Background: an optimization exercise with open tools, aiming at small area and a short achievable clock period. Do not read the settings as production practice. At most, simulation tests tie the RTL to the original design; equivalence was not proved.

==> raven <==
## IEEE754_Mult
module IEEE754_Mult
(
	input clock,
	input resetn,
	input [31:0] a,
	input [31:0] b,
	output [31:0] y
);
==> flow/config.mk <==
export PLATFORM = sky130hd
export DESIGN_NAME = IEEE754_Mult
export DESIGN_NICKNAME = IEEE754_Mult
export VERILOG_FILES = /design/flow/design.v
export SDC_FILE = /design/flow/constraint.sdc
export NUM_CORES = 4
export LEC_CHECK = 0
export CAP_MARGIN = 20
export CORE_MARGIN = 2
export CORE_UTILIZATION = 40
export CTS_BUF_LIST = sky130_fd_sc_hd__clkbuf_8 sky130_fd_sc_hd__clkbuf_16
export SETUP_SLACK_MARGIN = 5
export SLEW_MARGIN = 20
export SYNTH_HIERARCHICAL = 1
==> flow/constraint.sdc <==
create_clock -name core_clock -period 11.0 [get_ports {clock}]
set_input_delay 2.2000 -clock core_clock [delete_from_list [all_inputs] [get_ports {clock}]]
set_output_delay 2.2000 -clock core_clock [all_outputs]
set_load 0.01 [all_outputs]
standard.sh (not shown) runs the stock make flow with config.mk's settings and CLKGATE_MAP_FILE= SYNTH_SCRIPT=/design/flow/synth_recipe.tcl, a recipe that flattens the netlist after the stock synthesis.
==> flow/flow/run.sh <==
#!/bin/bash
set -euo pipefail
bash standard.sh SETUP_SLACK_MARGIN=7 TNS_END_PERCENT=1 "BUFFER_PORTS_ARGS=-buffer_cell sky130_fd_sc_hd__buf_2"  finish > standard.log 2>&1
==> yarrow (differences from raven) <==
--- a/flow/design.v
+++ b/flow/design.v
@@ -1021,126 +1021,92 @@
 	wire lG974 = lG959 | (lT960 & lG952);
 	wire lG975 = lo_g[16] | (lo_t[16] & lG974);
 	wire lG976 = lG923 | (lT924 & lG974);
 	wire lG977 = lG943 | (lT944 & lG974);
 	wire lG978 = lG945 | (lT946 & lG974);
 	wire lG979 = lG961 | (lT962 & lG974);
 	wire lG980 = lG963 | (lT964 & lG974);
 	wire lG981 = lG965 | (lT966 & lG974);
-	wire lG982 = lo_g[16] | (lo_t[16] & lG941);
-	wire lT983 = lo_t[16] & lT942;
-	wire lG984 = lG923 | (lT924 & lG941);
-	wire lT985 = lT924 & lT942;
-	wire lG986 = lG943 | (lT944 & lG941);
-	wire lT987 = lT944 & lT942;
-	wire lG988 = lG945 | (lT946 & lG941);
-	wire lT989 = lT946 & lT942;
-	wire lG990 = lo_g[20] | (lo_t[20] & lG988);
-	wire lT991 = lo_t[20] & lT989;
-	wire lG992 = lG927 | (lT928 & lG988);
-	wire lT993 = lT928 & lT989;
-	wire lG994 = lG947 | (lT948 & lG988);
-	wire lT995 = lT948 & lT989;
-	wire [4:0] b0_s = {1'b0, c863, c861, c859, c857} + {1'b0, s864, s862, s860, s858};
-	wire [4:0] b1_s = {1'b0, c871, c869, c867, c865} + {1'b0, s872, s870, s868, s866};
-	wire [4:0] b2_s = {1'b0, c879, c877, c875, c873} + {1'b0, s880, s878, s876, s874};
-	wire [4:0] b3_s = {1'b0, c887, c885, c883, c881} + {1'b0, s888, s886, s884, s882};
-	wire [4:0] b4_s = {1'b0, c895, c893, c891, c889} + {1'b0, s896, s894, s892, s890};
-	wire [4:0] b5_s = {1'b0, c903, c901, c899, c897} + {1'b0, s904, s902, s900, s898};
-	wire [1:0] b6_s = {1'b0, c905} + {1'b0, s906};
+	wire [5:0] b0_s = {1'b0, c865, c863, c861, c859, c857} + {1'b0, s866, s864, s862, s860, s858};
+	wire [5:0] b1_s = {1'b0, c875, c873, c871, c869, c867} + {1'b0, s876, s874, s872, s870, s868};
+	wire [5:0] b2_s = {1'b0, c885, c883, c881, c879, c877} + {1'b0, s886, s884, s882, s880, s878};
+	wire [5:0] b3_s = {1'b0, c895, c893, c891, c889, c887} + {1'b0, s896, s894, s892, s890, s888};
+	wire [5:0] b4_s = {1'b0, c905, c903, c901, c899, c897} + {1'b0, s906, s904, s902, s900, s898};
 	reg        z2, s2;
 	reg [7:0]  e2;
-	reg lg0, lg1, lp1;
-	reg [3:0] bs0;
+	reg c23;
+	reg [4:0] bs0;
 	reg bg0;
 	reg bp0;
-	reg [3:0] bs1;
+	reg [4:0] bs1;
 	reg bg1;
 	reg bp1;
-	reg [3:0] bs2;
+	reg [4:0] bs2;
 	reg bg2;
 	reg bp2;
-	reg [3:0] bs3;
+	reg [4:0] bs3;
 	reg bg3;
 	reg bp3;
-	reg [3:0] bs4;
-	reg bg4;
-	reg bp4;
-	reg [3:0] bs5;
-	reg bg5;
-	reg bp5;
-	reg [0:0] bs6;
+	reg [4:0] bs4;
 	always @(posedge clock) begin
 		z2 <= !resetn || z1;
 		s2 <= s1;
 		e2 <= e1;
-		lg0 <= lG970;
-		lg1 <= lG994;
-		lp1 <= lT995;
-		bs0 <= b0_s[3:0];
-		bg0 <= b0_s[4];
-		bp0 <= &({c863, c861, c859, c857} ^ {s864, s862, s860, s858});
-		bs1 <= b1_s[3:0];
-		bg1 <= b1_s[4];
-		bp1 <= &({c871, c869, c867, c865} ^ {s872, s870, s868, s866});
-		bs2 <= b2_s[3:0];
-		bg2 <= b2_s[4];
-		bp2 <= &({c879, c877, c875, c873} ^ {s880, s878, s876, s874});
-		bs3 <= b3_s[3:0];
-		bg3 <= b3_s[4];
-		bp3 <= &({c887, c885, c883, c881} ^ {s888, s886, s884, s882});
-		bs4 <= b4_s[3:0];
-		bg4 <= b4_s[4];
-		bp4 <= &({c895, c893, c891, c889} ^ {s896, s894, s892, s890});
-		bs5 <= b5_s[3:0];
-		bg5 <= b5_s[4];
-		bp5 <= &({c903, c901, c899, c897} ^ {s904, s902, s900, s898});
-		bs6 <= b6_s[0:0];
+		c23 <= lG981;
+		bs0 <= b0_s[4:0];
+		bg0 <= b0_s[5];
+		bp0 <= &({c865, c863, c861, c859, c857} ^ {s866, s864, s862, s860, s858});
+		bs1 <= b1_s[4:0];
+		bg1 <= b1_s[5];
+		bp1 <= &({c875, c873, c871, c869, c867} ^ {s876, s874, s872, s870, s868});
+		bs2 <= b2_s[4:0];
+		bg2 <= b2_s[5];
+		bp2 <= &({c885, c883, c881, c879, c877} ^ {s886, s884, s882, s880, s878});
+		bs3 <= b3_s[4:0];
+		bg3 <= b3_s[5];
+		bp3 <= &({c895, c893, c891, c889, c887} ^ {s896, s894, s892, s890, s888});
+		bs4 <= b4_s[4:0];
 	end
-	wire cb0 = lg1 | (lp1 & lg0);
-	wire [3:0] bi0 = bs0 + 4'd1;
+	wire cb0 = c23;
+	wire [4:0] bi0 = bs0 + 5'd1;
 	wire r0_0 = cb0 ? bi0[0] : bs0[0];
 	wire r0_1 = cb0 ? bi0[1] : bs0[1];
 	wire r0_2 = cb0 ? bi0[2] : bs0[2];
 	wire r0_3 = cb0 ? bi0[3] : bs0[3];
+	wire r0_4 = cb0 ? bi0[4] : bs0[4];
 	wire cb1 = bg0 | (cb0 & bp0);
-	wire [3:0] bi1 = bs1 + 4'd1;
+	wire [4:0] bi1 = bs1 + 5'd1;
 	wire r1_0 = cb1 ? bi1[0] : bs1[0];
 	wire r1_1 = cb1 ? bi1[1] : bs1[1];
 	wire r1_2 = cb1 ? bi1[2] : bs1[2];
 	wire r1_3 = cb1 ? bi1[3] : bs1[3];
+	wire r1_4 = cb1 ? bi1[4] : bs1[4];
 	wire cb2 = bg1 | (cb1 & bp1);
-	wire [3:0] bi2 = bs2 + 4'd1;
+	wire [4:0] bi2 = bs2 + 5'd1;
 	wire r2_0 = cb2 ? bi2[0] : bs2[0];
 	wire r2_1 = cb2 ? bi2[1] : bs2[1];
 	wire r2_2 = cb2 ? bi2[2] : bs2[2];
 	wire r2_3 = cb2 ? bi2[3] : bs2[3];
+	wire r2_4 = cb2 ? bi2[4] : bs2[4];
 	wire cb3 = bg2 | (cb2 & bp2);
-	wire [3:0] bi3 = bs3 + 4'd1;
+	wire [4:0] bi3 = bs3 + 5'd1;
 	wire r3_0 = cb3 ? bi3[0] : bs3[0];
 	wire r3_1 = cb3 ? bi3[1] : bs3[1];
 	wire r3_2 = cb3 ? bi3[2] : bs3[2];
 	wire r3_3 = cb3 ? bi3[3] : bs3[3];
+	wire r3_4 = cb3 ? bi3[4] : bs3[4];
 	wire cb4 = bg3 | (cb3 & bp3);
-	wire [3:0] bi4 = bs4 + 4'd1;
+	wire [4:0] bi4 = bs4 + 5'd1;
 	wire r4_0 = cb4 ? bi4[0] : bs4[0];
 	wire r4_1 = cb4 ? bi4[1] : bs4[1];
 	wire r4_2 = cb4 ? bi4[2] : bs4[2];
 	wire r4_3 = cb4 ? bi4[3] : bs4[3];
-	wire cb5 = bg4 | (cb4 & bp4);
-	wire [3:0] bi5 = bs5 + 4'd1;
-	wire r5_0 = cb5 ? bi5[0] : bs5[0];
-	wire r5_1 = cb5 ? bi5[1] : bs5[1];
-	wire r5_2 = cb5 ? bi5[2] : bs5[2];
-	wire r5_3 = cb5 ? bi5[3] : bs5[3];
-	wire cb6 = bg5 | (cb5 & bp5);
-	wire [0:0] bi6 = bs6 + 1'd1;
-	wire r6_0 = cb6 ? bi6[0] : bs6[0];
-	wire [24:0] m2 = {r6_0, r5_3, r5_2, r5_1, r5_0, r4_3, r4_2, r4_1, r4_0, r3_3, r3_2, r3_1, r3_0, r2_3, r2_2, r2_1, r2_0, r1_3, r1_2, r1_1, r1_0, r0_3, r0_2, r0_1, r0_0};
+	wire r4_4 = cb4 ? bi4[4] : bs4[4];
+	wire [24:0] m2 = {r4_4, r4_3, r4_2, r4_1, r4_0, r3_4, r3_3, r3_2, r3_1, r3_0, r2_4, r2_3, r2_2, r2_1, r2_0, r1_4, r1_3, r1_2, r1_1, r1_0, r0_4, r0_3, r0_2, r0_1, r0_0};
 	wire [7:0]  e2p1 = e2 + 8'd1;
 	wire        sh = m2[24] & ~z2;
 	wire        nsh = ~m2[24] & ~z2;
 	wire [7:0]  ey = ({8{sh}} & e2p1) | ({8{nsh}} & e2);
 	wire [22:0] my = ({23{sh}} & m2[23:1]) | ({23{nsh}} & m2[22:0]);
 	assign y = {s2 & ~z2, ey, my};
 endmodule
 module fa (input a, input b, input c, output s, output co);
==> flow/flow/run.sh (replaced) <==
#!/bin/bash
set -euo pipefail
bash standard.sh SETUP_SLACK_MARGIN=6.6 TNS_END_PERCENT=2 "BUFFER_PORTS_ARGS=-buffer_cell sky130_fd_sc_hd__buf_2"  finish > standard.log 2>&1
==> flow/config.mk (replaced) <==
export PLATFORM = sky130hd
export DESIGN_NAME = IEEE754_Mult
export DESIGN_NICKNAME = IEEE754_Mult
export VERILOG_FILES = /design/flow/design.v
export SDC_FILE = /design/flow/constraint.sdc
export NUM_CORES = 4
export LEC_CHECK = 0
export CAP_MARGIN = 20
export CORE_MARGIN = 2
export CORE_UTILIZATION = 55
export CTS_BUF_LIST = sky130_fd_sc_hd__clkbuf_8 sky130_fd_sc_hd__clkbuf_16
export PLACE_DENSITY = 0.7
export SETUP_SLACK_MARGIN = 5
export SLEW_MARGIN = 20
export SYNTH_HIERARCHICAL = 1
==> amber (differences from raven) <==
--- a/flow/design.v
+++ b/flow/design.v
@@ -1021,40 +1021,26 @@
 	wire lG974 = lG959 | (lT960 & lG952);
 	wire lG975 = lo_g[16] | (lo_t[16] & lG974);
 	wire lG976 = lG923 | (lT924 & lG974);
 	wire lG977 = lG943 | (lT944 & lG974);
 	wire lG978 = lG945 | (lT946 & lG974);
 	wire lG979 = lG961 | (lT962 & lG974);
 	wire lG980 = lG963 | (lT964 & lG974);
 	wire lG981 = lG965 | (lT966 & lG974);
-	wire lG982 = lo_g[16] | (lo_t[16] & lG941);
-	wire lT983 = lo_t[16] & lT942;
-	wire lG984 = lG923 | (lT924 & lG941);
-	wire lT985 = lT924 & lT942;
-	wire lG986 = lG943 | (lT944 & lG941);
-	wire lT987 = lT944 & lT942;
-	wire lG988 = lG945 | (lT946 & lG941);
-	wire lT989 = lT946 & lT942;
-	wire lG990 = lo_g[20] | (lo_t[20] & lG988);
-	wire lT991 = lo_t[20] & lT989;
-	wire lG992 = lG927 | (lT928 & lG988);
-	wire lT993 = lT928 & lT989;
-	wire lG994 = lG947 | (lT948 & lG988);
-	wire lT995 = lT948 & lT989;
 	wire [4:0] b0_s = {1'b0, c863, c861, c859, c857} + {1'b0, s864, s862, s860, s858};
 	wire [4:0] b1_s = {1'b0, c871, c869, c867, c865} + {1'b0, s872, s870, s868, s866};
 	wire [4:0] b2_s = {1'b0, c879, c877, c875, c873} + {1'b0, s880, s878, s876, s874};
 	wire [4:0] b3_s = {1'b0, c887, c885, c883, c881} + {1'b0, s888, s886, s884, s882};
 	wire [4:0] b4_s = {1'b0, c895, c893, c891, c889} + {1'b0, s896, s894, s892, s890};
 	wire [4:0] b5_s = {1'b0, c903, c901, c899, c897} + {1'b0, s904, s902, s900, s898};
 	wire [1:0] b6_s = {1'b0, c905} + {1'b0, s906};
 	reg        z2, s2;
 	reg [7:0]  e2;
-	reg lg0, lg1, lp1;
+	reg c23;
 	reg [3:0] bs0;
 	reg bg0;
 	reg bp0;
 	reg [3:0] bs1;
 	reg bg1;
 	reg bp1;
 	reg [3:0] bs2;
 	reg bg2;
@@ -1068,19 +1054,17 @@
 	reg [3:0] bs5;
 	reg bg5;
 	reg bp5;
 	reg [0:0] bs6;
 	always @(posedge clock) begin
 		z2 <= !resetn || z1;
 		s2 <= s1;
 		e2 <= e1;
-		lg0 <= lG970;
-		lg1 <= lG994;
-		lp1 <= lT995;
+		c23 <= lG981;
 		bs0 <= b0_s[3:0];
 		bg0 <= b0_s[4];
 		bp0 <= &({c863, c861, c859, c857} ^ {s864, s862, s860, s858});
 		bs1 <= b1_s[3:0];
 		bg1 <= b1_s[4];
 		bp1 <= &({c871, c869, c867, c865} ^ {s872, s870, s868, s866});
 		bs2 <= b2_s[3:0];
 		bg2 <= b2_s[4];
@@ -1091,17 +1075,17 @@
 		bs4 <= b4_s[3:0];
 		bg4 <= b4_s[4];
 		bp4 <= &({c895, c893, c891, c889} ^ {s896, s894, s892, s890});
 		bs5 <= b5_s[3:0];
 		bg5 <= b5_s[4];
 		bp5 <= &({c903, c901, c899, c897} ^ {s904, s902, s900, s898});
 		bs6 <= b6_s[0:0];
 	end
-	wire cb0 = lg1 | (lp1 & lg0);
+	wire cb0 = c23;
 	wire [3:0] bi0 = bs0 + 4'd1;
 	wire r0_0 = cb0 ? bi0[0] : bs0[0];
 	wire r0_1 = cb0 ? bi0[1] : bs0[1];
 	wire r0_2 = cb0 ? bi0[2] : bs0[2];
 	wire r0_3 = cb0 ? bi0[3] : bs0[3];
 	wire cb1 = bg0 | (cb0 & bp0);
 	wire [3:0] bi1 = bs1 + 4'd1;
 	wire r1_0 = cb1 ? bi1[0] : bs1[0];
==> comparison table <==
metric	yarrow	amber	raven
Minimum clock period	4704 ps	4471 ps	4821 ps
Post-synthesis area per instance	10.08 µm²	10.23 µm²	10.25 µm²
Max Clk Rate	212.6 MHz	223.6 MHz	207.4 MHz
Worst-path clk slew	80 ps	70 ps	60 ps
Final period utilization	42.77%	40.65%	43.83%
PostCTS Resize Cnt	38	89	10
Share of cells above drive strength 1	13.80%	19.18%	14.85%
Worst skew pair latency	370 ps	430 ps	450 ps
Total iterations of the first detailed-routing run	6	7	7
Beginning of the worst hold path	e1[1]$_DFF_P_	e1[4]$_DFF_P_	e1[6]$_DFF_P_
Area after detailed placement	16,750 µm²	17,040 µm²	17,100 µm²
Top-area cell type share of the netlist area	32.84%	32.70%	32.90%
Via count of the first global-routing pass	13.28k	13.28k	12.86k
Met1 capacity usage during global routing	41.32%	34.01%	31.48%
Hold Slack	327.2 ps	326.4 ps	325.9 ps
Status	no timing/DRC/antenna violations	no timing/DRC/antenna violations	no timing/DRC/antenna violations
PnR worst setup slack	6296 ps	6529 ps	6179 ps
Area of the die	30,420 µm²	41,870 µm²	41,630 µm²
WP depth	8	13	8
Non-clock buffer instance count of the final layout	166	183	160
Weighted congestion reported at the end of routability-driven placement	0.8949	0.8683	0.8721
Max Clock Skew	9.700 ps	16.86 ps	20.92 ps
Delay of the slowest cell on the worst path	570 ps	540 ps	480 ps
Only the layout flow was run in raven and amber; the RTL was not checked for function there.

re-timing with driven ports:
The results above use ideal ports. As a check the final layouts listed here were re-extracted and re-timed, cells and wires unchanged. Step 1 assumes that a clkbuf_16 drives the clock port and a buf_2 every other input. Step 2 also shifts input and output timing later by t, the mid clock arrival at the registers, as if the neighbouring blocks saw the same clock. Slacks: ideal / step 1 / step 2; pairs: ideal / step 1.
run	shift t [ns]	setup WS [ns]	worst setup path after step 2	slew at the worst register clock pin (ns)	cell pins on the clock port's net
raven	0.489	6.179 / 6.125 / 6.298	register to register	0.08 / 0.08	1
yarrow	0.409	6.296 / 6.250 / 6.400	register to register	0.09 / 0.09	1
amber	0.465	6.529 / 6.506 / 6.529	register to register	0.07 / 0.07	1
After both steps every run listed still meets setup and hold.
